Context: an optimization exercise on an open-source flow, tuned for small area. The choices shown serve that exercise and are no tape-out recipe. The RTL was checked by simulation tests, not by an equivalence proof against the original design. Power and IR drop assume default switching activity.

// top_logic_n_packs
module top_logic_n_packs(
	input we,
	output led0,
	input led1,
	output reg led2,
	output reg led3,
	input reset,
	input tx_clk,
	input txinit_done,
	output [31:0] tx_data,
	output tx_k
);
Size in the first run: roughly 41 I/O pins, ~0.0017 mm2 of cells after synthesis.
Settings: LEC_CHECK=0, CAP_MARGIN=20, CORE_MARGIN=2, CORE_UTILIZATION=40, GPL_TIMING_DRIVEN=0, PLACE_DENSITY=0.6, SLEW_MARGIN=20; clock period 5.0 ns.
standard.sh (not shown) runs the stock make flow with config.mk's settings and CLKGATE_MAP_FILE= SYNTH_SCRIPT=/design/flow/synth_recipe.tcl, a recipe that flattens the netlist after the stock synthesis.
==> flow/flow/run.sh <==
#!/bin/bash
# Own layout flow: the standard flow (standard.sh) with these changes:
#  - synthesis maps the logic with ABC using an area-recovery script (flow/area.abc) instead of
#    the speed script, and without buffers on pass-through wires (SYNTH_INSBUF=0); everything
#    else in the synthesis script is the standard flow's (synth_recipe.tcl), so the registers are the same;
#  - every flip-flop then gets the instance name the standard synthesis gives it (flow/rename_ffs.py,
#    matched by the register net it drives), as Yosys numbers some of them;
#  - ports get small buffers (buf_1), and the clock tree has no dummy loads.
# Logs: ref_synth.log (standard synthesis), standard.log (the make run), orfs/logs (each step).
set -euo pipefail
W=$PWD
# 1. the standard synthesis, for its register names
sed "s#WORK_HOME=[^ ]*#WORK_HOME=$W/ref_orfs#" standard.sh > ref_standard.sh
grep -q "WORK_HOME=$W/ref_orfs" ref_standard.sh
bash ref_standard.sh synth > ref_synth.log 2>&1
REF=$(ls $W/ref_orfs/results/*/top_logic_n_packs/base/1_2_yosys.v)
# 2. own synthesis
{
  echo "proc abc {args} {"
  echo "  set i [lsearch -exact \$args -script]"
  echo "  if {\$i >= 0} { lset args [expr {\$i + 1}] $W/flow/area.abc }"
  echo "  yosys abc {*}\$args"
  echo "}"
  cat synth_recipe.tcl
} > own_synth.tcl
sed "s#SYNTH_SCRIPT=[^ ]*#SYNTH_SCRIPT=$W/own_synth.tcl#" standard.sh > own_standard.sh
grep -q "SYNTH_SCRIPT=$W/own_synth.tcl" own_standard.sh
bash own_standard.sh SYNTH_INSBUF=0 synth > standard.log 2>&1
RES=$(dirname $(ls $W/orfs/results/*/top_logic_n_packs/base/1_2_yosys.v))
python3 flow/rename_ffs.py $REF $RES/1_2_yosys.v $RES/1_2_yosys.renamed.v > rename.log 2>&1
mv $RES/1_2_yosys.renamed.v $RES/1_2_yosys.v
rm -f $RES/1_synth.odb $RES/1_synth.sdc
# 3. the rest of the flow
export BUFFER_PORTS_ARGS="-buffer_cell sky130_fd_sc_hd__buf_1"
export CTS_ARGS="-sink_clustering_enable -sink_clustering_size 40 -sink_clustering_max_diameter 500 -repair_clock_nets -dont_use_dummy_load -buf_list sky130_fd_sc_hd__clkbuf_4"
bash own_standard.sh SYNTH_INSBUF=0 finish >> standard.log 2>&1
==> flow/flow/rename_ffs.py <==
#!/usr/bin/env python3
"""rename_ffs.py REF.v IN.v OUT.v: give every flip-flop in IN.v (a Yosys netlist) the instance
name that the flip-flop driving the same Q net has in REF.v (bench's standard synthesis of the
same RTL), so that the layout's registers pair with the standard synthesis's by name."""
import re, sys
CELL = re.compile(r'^(\s*)(sky130_fd_sc_hd__\w+) (\S+) \((.*?)\);', re.S | re.M)
def flops(text):
    out = {}
    for m in CELL.finditer(text):
        if re.match(r'sky130_fd_sc_hd__(e|s)?df', m.group(2)):
            q = re.search(r'\.Q\(\s*(\S+)\s*\)', m.group(4)).group(1)
            out[q] = m.group(3)
    return out
ref = flops(open(sys.argv[1]).read())
text = open(sys.argv[2]).read()
mine = flops(text)
assert sorted(ref) == sorted(mine), (set(ref) ^ set(mine))
want = {mine[q]: ref[q] for q in mine}           # my flop name -> standard name
taken = set(want.values())
def fix(m):
    name = m.group(3)
    if name in want:
        new = want[name]
    elif name in taken:                          # another cell already has that name
        new = name.rstrip() + '_c'
    else:
        return m.group(0)
    return '%s%s %s (%s);' % (m.group(1), m.group(2), new, m.group(4))
text = CELL.sub(fix, text)
assert flops(text) == ref
open(sys.argv[3], 'w').write(text)
print('renamed %d of %d flip-flops' % (sum(1 for k, v in want.items() if k != v), len(want)))
Other scripts of this flow, unchanged in this note and not shown: flow/flow/area.abc
The starting point went through all stages and came out clean.
==> next run, changes <==
--- a/flow/flow/rename_ffs.py
+++ b/flow/flow/rename_ffs.py
@@ -4,5 +4,5 @@
 same RTL), so that the layout's registers pair with the standard synthesis's by name."""
 import re, sys
-CELL = re.compile(r'^(\s*)(sky130_fd_sc_hd__\w+) (\S+) \((.*?)\);', re.S | re.M)
+CELL = re.compile(r'^([ \t]*)(sky130_fd_sc_hd__\w+) +(\S+) +\((.*?)\);', re.S | re.M)
 def flops(text):
     out = {}
@@ -26,4 +26,6 @@
     else:
         return m.group(0)
+    if new == name:
+        return m.group(0)
     return '%s%s %s (%s);' % (m.group(1), m.group(2), new, m.group(4))
 text = CELL.sub(fix, text)
Power stays the same.
Global-route usage stays the same.
Die area is unchanged.
Wire length stays the same.
Synthesized cell count stays the same.
Sequential share of layout area stays the same.
Worst setup slack does not change.
Non-clock buffer count does not change.
Clock-buffer cell count is unchanged.
Synthesized area stays the same.
Final area does not change.


## the reference run
Another version of the RTL of top_logic_n_packs (not shown whole).
Size: about 190 cells after synthesis, roughly 41 I/O pins.
clock: 5.0 ns
lec_check: 0
cap_margin: 20
core_margin: 2
core_utilization: 40
gpl_timing_driven: 0
place_density: 0.6
slew_margin: 20
==> flow/flow/run.sh <==
#!/bin/bash
# Own layout flow: the standard flow (standard.sh) with these changes:
#  - synthesis maps the logic with ABC using an area-recovery script (flow/area.abc) instead of
#    the speed script, and without buffers on pass-through wires (SYNTH_INSBUF=0); everything
#    else in the synthesis script is the standard flow's (synth_recipe.tcl), so the registers are the same;
#    adders are left to ABC too (ADDER_MAP_FILE empty: no half-adder cells from extract_fa);
#  - every flip-flop then gets the instance name the standard synthesis gives it (flow/rename_ffs.py,
#    matched by the register net it drives), as Yosys numbers some of them;
#  - ports get small buffers (buf_1), and the clock tree has no dummy loads.
# Logs: ref_synth.log (standard synthesis), standard.log (the make run), orfs/logs (each step).
set -euo pipefail
W=$PWD
# 1. the standard synthesis, for its register names
sed "s#WORK_HOME=[^ ]*#WORK_HOME=$W/ref_orfs#" standard.sh > ref_standard.sh
grep -q "WORK_HOME=$W/ref_orfs" ref_standard.sh
bash ref_standard.sh synth > ref_synth.log 2>&1
REF=$(ls $W/ref_orfs/results/*/top_logic_n_packs/base/1_2_yosys.v)
# 2. own synthesis
{
  echo "proc abc {args} {"
  echo "  set i [lsearch -exact \$args -script]"
  echo "  if {\$i >= 0} { lset args [expr {\$i + 1}] $W/flow/area.abc }"
  echo "  yosys abc {*}\$args"
  echo "}"
  cat synth_recipe.tcl
} > own_synth.tcl
sed "s#SYNTH_SCRIPT=[^ ]*#SYNTH_SCRIPT=$W/own_synth.tcl#" standard.sh > own_standard.sh
grep -q "SYNTH_SCRIPT=$W/own_synth.tcl" own_standard.sh
bash own_standard.sh SYNTH_INSBUF=0 ADDER_MAP_FILE= synth > standard.log 2>&1
RES=$(dirname $(ls $W/orfs/results/*/top_logic_n_packs/base/1_2_yosys.v))
python3 flow/rename_ffs.py $REF $RES/1_2_yosys.v $RES/1_2_yosys.renamed.v > rename.log 2>&1
mv $RES/1_2_yosys.renamed.v $RES/1_2_yosys.v
rm -f $RES/1_synth.odb $RES/1_synth.sdc
# 3. the rest of the flow
export BUFFER_PORTS_ARGS="-buffer_cell sky130_fd_sc_hd__buf_1"
export CTS_ARGS="-sink_clustering_enable -sink_clustering_size 40 -sink_clustering_max_diameter 500 -repair_clock_nets -dont_use_dummy_load -buf_list sky130_fd_sc_hd__clkbuf_4"
bash own_standard.sh SYNTH_INSBUF=0 ADDER_MAP_FILE= finish >> standard.log 2>&1
Other scripts of this flow, unchanged in this note and not shown: flow/flow/area.abc, flow/flow/rename_ffs.py
Looking at the reports, the reference run completed the entire flow and the layout it produced met the timing, design-rule and antenna checks.
The inputs of the trial run differ from those of the reference run as listed below.
-- flow/flow/run.sh --
<<< the reference run, line 5
#    else in the synthesis script is the standard flow's (synth_recipe.tcl), so the registers are the same;
#    adders are left to ABC too (ADDER_MAP_FILE empty: no half-adder cells from extract_fa);
#  - every flip-flop then gets the instance name the standard synthesis gives it (flow/rename_ffs.py,
>>> the trial run, line 5
#    else in the synthesis script is the standard flow's (synth_recipe.tcl), so the registers are the same;
#  - every flip-flop then gets the instance name the standard synthesis gives it (flow/rename_ffs.py,
<<< the reference run, line 28
grep -q "SYNTH_SCRIPT=$W/own_synth.tcl" own_standard.sh
bash own_standard.sh SYNTH_INSBUF=0 ADDER_MAP_FILE= synth > standard.log 2>&1
RES=$(dirname $(ls $W/orfs/results/*/top_logic_n_packs/base/1_2_yosys.v))
>>> the trial run, line 27
grep -q "SYNTH_SCRIPT=$W/own_synth.tcl" own_standard.sh
bash own_standard.sh SYNTH_INSBUF=0 synth > standard.log 2>&1
RES=$(dirname $(ls $W/orfs/results/*/top_logic_n_packs/base/1_2_yosys.v))
<<< the reference run, line 36
export CTS_ARGS="-sink_clustering_enable -sink_clustering_size 40 -sink_clustering_max_diameter 500 -repair_clock_nets -dont_use_dummy_load -buf_list sky130_fd_sc_hd__clkbuf_4"
bash own_standard.sh SYNTH_INSBUF=0 ADDER_MAP_FILE= finish >> standard.log 2>&1
>>> the trial run, line 35
export CTS_ARGS="-sink_clustering_enable -sink_clustering_size 40 -sink_clustering_max_diameter 500 -repair_clock_nets -dont_use_dummy_load -buf_list sky130_fd_sc_hd__clkbuf_4"
bash own_standard.sh SYNTH_INSBUF=0 finish >> standard.log 2>&1
Results
Horizontal die dimension: higher on the trial run. Per the comparison of the trial run with the reference run, sequential fraction of design power held steady, largest vdd supply drop now sits lower, critical path depth lower. Comparing the reference run and the trial run, the higher inverter count was measured on the trial run.

[static timing again, ports no longer ideal]
Ports are ideal in the flow. The routed layouts listed here were re-timed in OpenROAD. Step 1 (the two cells are an assumption about what drives the block):
set clk [get_ports {tx_clk}]
set_driving_cell -lib_cell sky130_fd_sc_hd__clkbuf_16 $clk
set_driving_cell -lib_cell sky130_fd_sc_hd__buf_2 [delete_from_list [all_inputs] $clk]
Step 2 times the ports against the registers' clock, not the clock port: input delays grow and output delays shrink by t, the midpoint of the rising clock arrivals with the driver on. a / b / c = no drivers / after step 1 / after step 2; a / b = the first two.
run	t (ns)	slack for setup (ns)	worst setup path at the end	cell pins on the clock port's net
the first run of note 1	0.333	1.297 / 1.276 / 1.609	register to output	1
the second run of note 1	0.333	1.297 / 1.276 / 1.609	register to output	1
the reference run	0.333	1.254 / 1.234 / 1.567	register to output	1
the trial run	0.346	1.194 / 1.170 / 1.515	register to output	1
After both steps every run listed still meets setup and hold.
